Context: an optimization exercise on an open-source flow, tuned for small area and a short achievable clock period. The choices shown serve that exercise and are no tape-out recipe. At most, simulation tests tie the RTL to the original design; equivalence was not proved. Power and IR drop assume default switching activity.

==> flow/design.v (excerpt) <==
module pipelined_fpadder (a,b,sub,rm,s,clk,clrn,e);  
	input clk, clrn;  
	input [31:0] a, b;  
	input [1:0] rm;  
	input sub;  
	input e;  
	output [31:0] s;  
	wire a_is_nan, a_is_inf, a_sign, a_op_sub, a_small_sticky, a_shift_lo;
	wire [7:0] a_exp;
	wire [22:0] a_large_frac;
	wire [25:0] a_small_win;
	fadd_align alignment (a,b,sub,a_is_nan,a_is_inf,a_sign,a_exp,a_op_sub,
	a_large_frac,a_small_win,a_small_sticky,a_shift_lo);
	wire c_is_nan, c_is_inf, c_sign, c_op_sub, c_small_sticky, c_shift_lo;
	wire [7:0] c_exp;
	wire c_valid;
	wire [1:0] c_rm;
	wire [22:0] c_large_frac;
	wire [25:0] c_small_win;
	reg_align_cal reg_ac (rm,a_is_nan,a_is_inf,a_sign,a_exp,a_op_sub,
	a_large_frac,a_small_win,a_small_sticky,clk,clrn,e,
	c_rm,c_is_nan,c_is_inf,c_sign,c_exp,c_op_sub,c_large_frac,c_small_win,
	c_small_sticky,c_valid,a_shift_lo,c_shift_lo);
	wire [23:0] c_frac;
	wire [1:0] c_grs;
	wire [4:0] c_sh;
	fadd_cal calculation (c_op_sub,c_exp,c_large_frac,c_small_win,
	c_small_sticky,c_shift_lo,c_valid,c_frac,c_grs,c_sh);
  ...
For scale: roughly 2300 cells after synthesis, ~100 I/O pins, ~13000 um^2 of cells after synthesis.
clock: 10.0 ns
lec_check: 0
abc_area: 1
cap_margin: 20
core_margin: 2
core_utilization: 40
slew_margin: 20
synth_hierarchical: 1
standard.sh (not shown) runs the stock make flow with config.mk's settings and CLKGATE_MAP_FILE= SYNTH_SCRIPT=/design/flow/synth_recipe.tcl, a recipe that flattens the netlist after the stock synthesis.
==> flow/flow/run.sh <==
#!/bin/bash
# The standard layout (standard.sh, its own synthesis script and
# registers), with two changes to how the layout is made:
# - plain buffers on the ports in place of the delay cells buffer_ports picks
#   by default (every port still gets its buffer);
# - no full/half adder cells in synthesis (ADDER_MAP_FILE empty), so abc maps
#   the arithmetic as plain logic and can restructure it;
# - timing repair aims at 5.2 ns of setup slack.
set -euo pipefail
export BUFFER_PORTS_ARGS="-buffer_cell sky130_fd_sc_hd__buf_2"
bash standard.sh ADDER_MAP_FILE= SETUP_SLACK_MARGIN=5.2 finish > standard_make.log 2>&1
The baseline completed without violations.
Change:
--- a/flow/flow/run.sh
+++ b/flow/flow/run.sh
@@ -6,6 +6,6 @@
 # - no full/half adder cells in synthesis (ADDER_MAP_FILE empty), so abc maps
 #   the arithmetic as plain logic and can restructure it;
-# - timing repair aims at 5.2 ns of setup slack.
+# - timing repair aims at 5 ns of setup slack.
 set -euo pipefail
 export BUFFER_PORTS_ARGS="-buffer_cell sky130_fd_sc_hd__buf_2"
-bash standard.sh ADDER_MAP_FILE= SETUP_SLACK_MARGIN=5.2 finish > standard_make.log 2>&1
+bash standard.sh ADDER_MAP_FILE= SETUP_SLACK_MARGIN=5 finish > standard_make.log 2>&1
Global-route usage goes down by 0.33 points.
Routed wire length falls by about 7%.
Final cell count shrinks by 1.9%.
Design area went down by about 8%.
Worst setup slack loses 84 ps.
Maximum frequency went down by about 1.7%.
Total power is lower by about 11%.
Sequential share of layout area came out higher by 1.6 points.
No functional check of the RTL was part of any run of this note.

========
== job 101 ==
The RTL this note starts from:
==> flow/design.v <==
`timescale 1ns / 1ps
module fadd_align (a,b,sub,s_is_nan,s_is_inf,sign,temp_exp,
op_sub,large_frac23,small_win,small_sticky);
	input [31:0] a,b;
	input sub;
	output s_is_nan, s_is_inf, sign, op_sub;
	output [7:0] temp_exp;
	output [22:0] large_frac23;
	output [25:0] small_win;      
	output small_sticky;          
	wire [7:0] ea = a[30:23], eb = b[30:23];
	wire a_ff = &ea, b_ff = &eb;
	wire a_f0 = ~|a[22:0], b_f0 = ~|b[22:0];
	wire a_inf = a_ff & a_f0, b_inf = b_ff & b_f0;
	wire a_nan = a_ff & ~a_f0, b_nan = b_ff & ~b_f0;
	assign op_sub = sub ^ a[31] ^ b[31];
	assign s_is_inf = a_inf | b_inf;
	assign s_is_nan = a_nan | b_nan | (op_sub & a_inf & b_inf);
	wire pay_b = b[21:0] > a[21:0];
	wire exchange = (b[30:22] > a[30:22]) | (b[30:22] == a[30:22]) & pay_b;
	wire x = s_is_nan ? pay_b : exchange;
	wire [30:0] fp_large = x ? b[30:0] : a[30:0];
	wire [30:0] fp_small = x ? a[30:0] : b[30:0];
	assign sign = x ? sub ^ b[31] : a[31];
	assign temp_exp = s_is_nan ? 8'd1 : fp_large[30:23];
	assign large_frac23 = fp_large[22:0];
	wire [23:0] small24 = s_is_nan ? 24'h0 : {|fp_small[30:23], fp_small[22:0]};
	wire [7:0] fa = {ea[7:1], ea[0] | ~|ea};
	wire [7:0] fb = {eb[7:1], eb[0] | ~|eb};
	wire [8:0] d1 = {1'b0, fa} - {1'b0, fb};
	wire [7:0] d2 = fb - fa;
	wire [7:0] d = d1[8] ? d2 : d1[7:0];
	wire sat = |d[7:5] | d[4] & d[3] & (d[2] | d[1]);
	wire [49:0] y = {small24, 26'h0} >> d[4:0];
	assign small_win = sat ? 26'h0 : y[49:24];
	wire [23:0] below;
	genvar i;
	generate
		for (i = 0; i < 24; i = i + 1) begin : stk
			assign below[i] = d[4:0] > i + 2;
		end
	endgenerate
	assign small_sticky = sat ? |small24 : |(small24 & below);
endmodule
`timescale 1ns / 1ps
module reg_align_cal (a_rm,a_is_nan,a_is_inf,a_sign,a_exp,
a_op_sub,a_large_frac,a_small_win,a_small_sticky,clk,clrn,e,
c_rm,c_is_nan,c_is_inf,c_sign,c_exp,c_op_sub,c_large_frac,c_small_win,
c_small_sticky,c_valid);  
	input [25:0] a_small_win;
	input [22:0] a_large_frac;
	input [7:0] a_exp;
	input [1:0] a_rm;
	input a_is_nan, a_is_inf, a_sign, a_op_sub, a_small_sticky;
	input e;  
	input clk, clrn;  
	output reg [25:0] c_small_win;
	output reg [22:0] c_large_frac;
	output reg [7:0] c_exp;
	output reg [1:0] c_rm;
	output reg c_is_nan,c_is_inf,c_sign,c_op_sub,c_small_sticky;
	output reg c_valid;
	always @ (posedge clk or negedge clrn) begin
		if (!clrn) c_valid <= 0;
		else if (e) c_valid <= 1'b1;
	end
	always @ (posedge clk) begin
		if (e) begin
			c_rm <= a_rm;
			c_is_nan <= a_is_nan;
			c_is_inf <= a_is_inf;
			c_sign <= a_sign;
			c_exp <= a_exp;
			c_op_sub <= a_op_sub;
			c_large_frac <= a_large_frac;
			c_small_win <= a_small_win;
			c_small_sticky <= a_small_sticky;
		end
	end
endmodule
`timescale 1ns / 1ps
module fadd_cal (op_sub,temp_exp,large_frac23,small_win,
small_sticky,valid,frac,grs,exp0);
	input op_sub;
	input [7:0] temp_exp;
	input [22:0] large_frac23;
	input [25:0] small_win;
	input small_sticky;
	input valid;            
	output [23:0] frac;     
	output [1:0] grs;       
	output [7:0] exp0;      
	wire [26:0] small27 = {small_win, small_sticky};
	wire [27:0] large28 = {1'b0, |temp_exp, large_frac23, 3'b000};
	wire [28:0] sum29 = {large28, 1'b1} + {{1'b0, small27} ^ {28{op_sub}}, op_sub};
	wire [27:0] cal = sum29[28:1];
	wire [7:0] ee = {temp_exp[7:1], temp_exp[0] | ~|temp_exp};
	wire [27:0] marker = (ee <= 8'd27) ? (28'h8000000 >> ee) : 28'h0;
	wire [27:0] m = cal | marker;
	reg [4:0] lz;
	integer i;
	always @* begin
		lz = 5'd0;
		for (i = 0; i < 28; i = i + 1)
			if (m[i]) lz = 5'd27 - i;
	end
	wire [4:0] sh = valid ? lz : 5'd31;
	wire [27:0] nrm = cal << sh;
	assign frac = nrm[27:4];
	assign grs = {nrm[3], |nrm[2:1]};
	wire [7:0] e1 = temp_exp + 8'd1;
	wire [5:0] lo = {1'b0, e1[4:0]} - {1'b0, sh};
	wire [2:0] hi_m1 = e1[7:5] - 3'd1;
	assign exp0 = {lo[5] ? hi_m1 : e1[7:5], lo[4:0]};
endmodule
`timescale 1ns / 1ps
module reg_cal_norm (c_rm,c_is_nan,c_is_inf,c_sign,c_exp,c_frac,c_grs,c_valid,
clk,clrn,e,n_rm,n_is_nan,n_is_inf,n_sign,n_exp,n_frac,n_grs);  
	input [23:0] c_frac;
	input [1:0] c_grs;
	input [7:0] c_exp;
	input [1:0] c_rm;
	input c_is_nan, c_is_inf, c_sign, c_valid;
	input e;  
	input clk, clrn;  
	output reg [23:0] n_frac;
	output reg [1:0] n_grs;
	output reg [7:0] n_exp;
	output reg [1:0] n_rm;
	output reg n_is_nan,n_is_inf,n_sign;
	always @ (posedge clk or negedge clrn) begin
		if (!clrn) begin
			n_is_nan <= 0;
			n_is_inf <= 0;
			n_sign <= 0;
			n_frac <= 0;
			n_grs <= 0;
		end else if (e) begin
			n_is_nan <= c_is_nan & c_valid;
			n_is_inf <= c_is_inf & c_valid;
			n_sign <= c_sign & c_valid;
			n_frac <= c_frac;
			n_grs <= c_grs;
		end
	end
	always @ (posedge clk) begin
		if (e) begin
			n_rm <= c_rm;
			n_exp <= c_exp;
		end
	end
endmodule
`timescale 1ns / 1ps
module fadd_norm (rm,is_nan,is_inf,sign,exp0,frac,grs,s);
	input [1:0] rm;
	input is_nan, is_inf, sign;
	input [7:0] exp0;
	input [23:0] frac;
	input [1:0] grs;
	output [31:0] s;
	wire g = grs[1], st = grs[0];
	wire frac_plus_1 =
		~rm[1] & ~rm[0] & g & (st | frac[0]) |
		~rm[1] &  rm[0] & (g | st) & sign |
		 rm[1] & ~rm[0] & (g | st) & ~sign;
	wire [31:0] pa [0:5];
	assign pa[0] = {9'h0, frac[22:0]};
	genvar l, i;
	generate
		for (l = 0; l < 5; l = l + 1) begin : lv
			for (i = 0; i < 32; i = i + 1) begin : nd
				if ((i >> l) & 1) begin : c
					assign pa[l+1][i] = pa[l][i] & pa[l][((i >> l) << l) - 1];
				end else begin : p
					assign pa[l+1][i] = pa[l][i];
				end
			end
		end
	endgenerate
	wire [22:0] ones = pa[5][22:0];
	wire [22:0] fr_inc = frac[22:0] ^ ({ones[21:0], 1'b1} & {23{frac_plus_1}});
	wire carry = frac_plus_1 & ones[22];
	wire e_ff = &exp0;
	wire e_fe = &exp0[7:1] & ~exp0[0];
	wire [7:0] eo;   
	assign eo[0] = 1'b1;
	generate
		for (i = 1; i < 8; i = i + 1) begin : eon
			assign eo[i] = &exp0[i-1:0];
		end
	endgenerate
	wire [7:0] exp_inc = exp0 ^ (eo & {8{carry}});
	wire [7:0] exponent = frac[23] ? exp_inc : 8'h00;
	wire overflow = frac[23] & (e_ff | e_fe & carry);
	wire to_max = rm[1] & rm[0] | ~rm[1] & rm[0] & ~sign | rm[1] & ~rm[0] & sign;
	assign s = is_nan   ? {1'b1, 8'hff, 1'b1, fr_inc[21:0]} :
	           overflow ? (to_max ? {sign, 8'hfe, 23'h7fffff} : {sign, 8'hff, 23'h0}) :
	           is_inf   ? {sign, 8'hff, 23'h0} :
	                      {sign, exponent, fr_inc};
endmodule
`timescale 1ns / 1ps
module pipelined_fpadder (a,b,sub,rm,s,clk,clrn,e);  
	input clk, clrn;  
	input [31:0] a, b;  
	input [1:0] rm;  
	input sub;  
	input e;  
	output [31:0] s;  
	wire a_is_nan, a_is_inf, a_sign, a_op_sub, a_small_sticky;
	wire [7:0] a_exp;
	wire [22:0] a_large_frac;
	wire [25:0] a_small_win;
	fadd_align alignment (a,b,sub,a_is_nan,a_is_inf,a_sign,a_exp,a_op_sub,
	a_large_frac,a_small_win,a_small_sticky);
	wire c_is_nan, c_is_inf, c_sign, c_op_sub, c_small_sticky;
	wire [7:0] c_exp;
	wire c_valid;
	wire [1:0] c_rm;
	wire [22:0] c_large_frac;
	wire [25:0] c_small_win;
	reg_align_cal reg_ac (rm,a_is_nan,a_is_inf,a_sign,a_exp,a_op_sub,
	a_large_frac,a_small_win,a_small_sticky,clk,clrn,e,
	c_rm,c_is_nan,c_is_inf,c_sign,c_exp,c_op_sub,c_large_frac,c_small_win,
	c_small_sticky,c_valid);
	wire [23:0] c_frac;
	wire [1:0] c_grs;
	wire [7:0] c_exp0;
	fadd_cal calculation (c_op_sub,c_exp,c_large_frac,c_small_win,
	c_small_sticky,c_valid,c_frac,c_grs,c_exp0);
	wire [23:0] n_frac;
	wire [1:0] n_grs;
	wire [7:0] n_exp;
	wire [1:0] n_rm;
	wire n_is_nan, n_is_inf, n_sign;
	reg_cal_norm reg_cn (c_rm,c_is_nan,c_is_inf,c_sign,c_exp0,c_frac,c_grs,c_valid,
	clk,clrn,e,n_rm,n_is_nan,n_is_inf,n_sign,n_exp,n_frac,n_grs);
	fadd_norm normalization (n_rm,n_is_nan,n_is_inf,n_sign,n_exp,n_frac,n_grs,s);
endmodule
Settings: LEC_CHECK=0, ABC_AREA=1, CAP_MARGIN=20, CORE_MARGIN=2, CORE_UTILIZATION=40, SLEW_MARGIN=20, SYNTH_HIERARCHICAL=1; clock period 10.0 ns.
==> flow/flow/run.sh <==
#!/bin/bash
# The standard layout (standard.sh, its own synthesis script and
# registers), with two changes to how the layout is made:
# - plain buffers on the ports in place of the delay cells buffer_ports picks
#   by default (every port still gets its buffer);
# - no full/half adder cells in synthesis (ADDER_MAP_FILE empty), so abc maps
#   the arithmetic as plain logic and can restructure it;
# - timing repair aims at 6 ns of setup slack.
set -euo pipefail
export BUFFER_PORTS_ARGS="-buffer_cell sky130_fd_sc_hd__buf_2"
bash standard.sh ADDER_MAP_FILE= SETUP_SLACK_MARGIN=6 finish > standard_make.log 2>&1
Relative to job 101, the following input files were edited for job 102:
--- a/flow/flow/run.sh
+++ b/flow/flow/run.sh
@@ -7,5 +7,5 @@
 #   the arithmetic as plain logic and can restructure it;
-# - timing repair aims at 6 ns of setup slack.
+# - timing repair aims at 5.5 ns of setup slack.
 set -euo pipefail
 export BUFFER_PORTS_ARGS="-buffer_cell sky130_fd_sc_hd__buf_2"
-bash standard.sh ADDER_MAP_FILE= SETUP_SLACK_MARGIN=6 finish > standard_make.log 2>&1
+bash standard.sh ADDER_MAP_FILE= SETUP_SLACK_MARGIN=5.5 finish > standard_make.log 2>&1
### Flow results
met5 as the highest routing layer actually used was reported by job 101, and met4 by job 102.
Shortest period the worst path allows: job 102 vs job 101 down 0.037 ns
| buffer share of cell area | job 102 vs job 101 | 4.8 points lower |
Job 102 ended with less cell count than job 101.
Job 102 against job 101; total number of cells along the worst setup path is up by a few percent.
Of job 102 and job 101, the lower wire length after detailed routing belongs to job 102.
Share of power burned in combinational logic: job 102 < job 101

[afterwards: timing with drivers on the ports]
The flow's constraints put no driver on any port. The routed layouts listed below were extracted and timed again, unchanged, in two steps.
Step 1: set_driving_cell puts a clkbuf_16 on clk and a buf_2 on each other input, an assumption about the parent block.
Step 2 also shifts input and output timing later by t, the mid clock arrival at the registers, as if the neighbouring blocks saw the same clock.
Slacks: ideal ports / drivers / drivers and shift; pairs: ideal ports / drivers.
| run | shift t [ns] | slack for setup (ns) | worst setup path at the end | worst data-port slew with drivers (ns) | cell pins on the clock port's net |
|---|---|---|---|---|---|
| the first run of note 1 | 0.418 | 5.283 / 5.231 / 5.016 | input to register | 0.04 | 1 |
| the second run of note 1 | 0.416 | 5.199 / 5.232 / 4.815 | input to register | 0.04 | 1 |
| job 101 | 0.398 | 5.530 / 5.530 / 5.144 | input to register | 0.06 | 1 |
| job 102 | 0.420 | 5.567 / 5.567 / 5.196 | input to register | 0.05 | 1 |
After both steps every run listed still meets setup and hold. For job 101, which loses most, drivers alone change the setup slack by 0.000 ns; drivers and shift together by -0.386 ns.
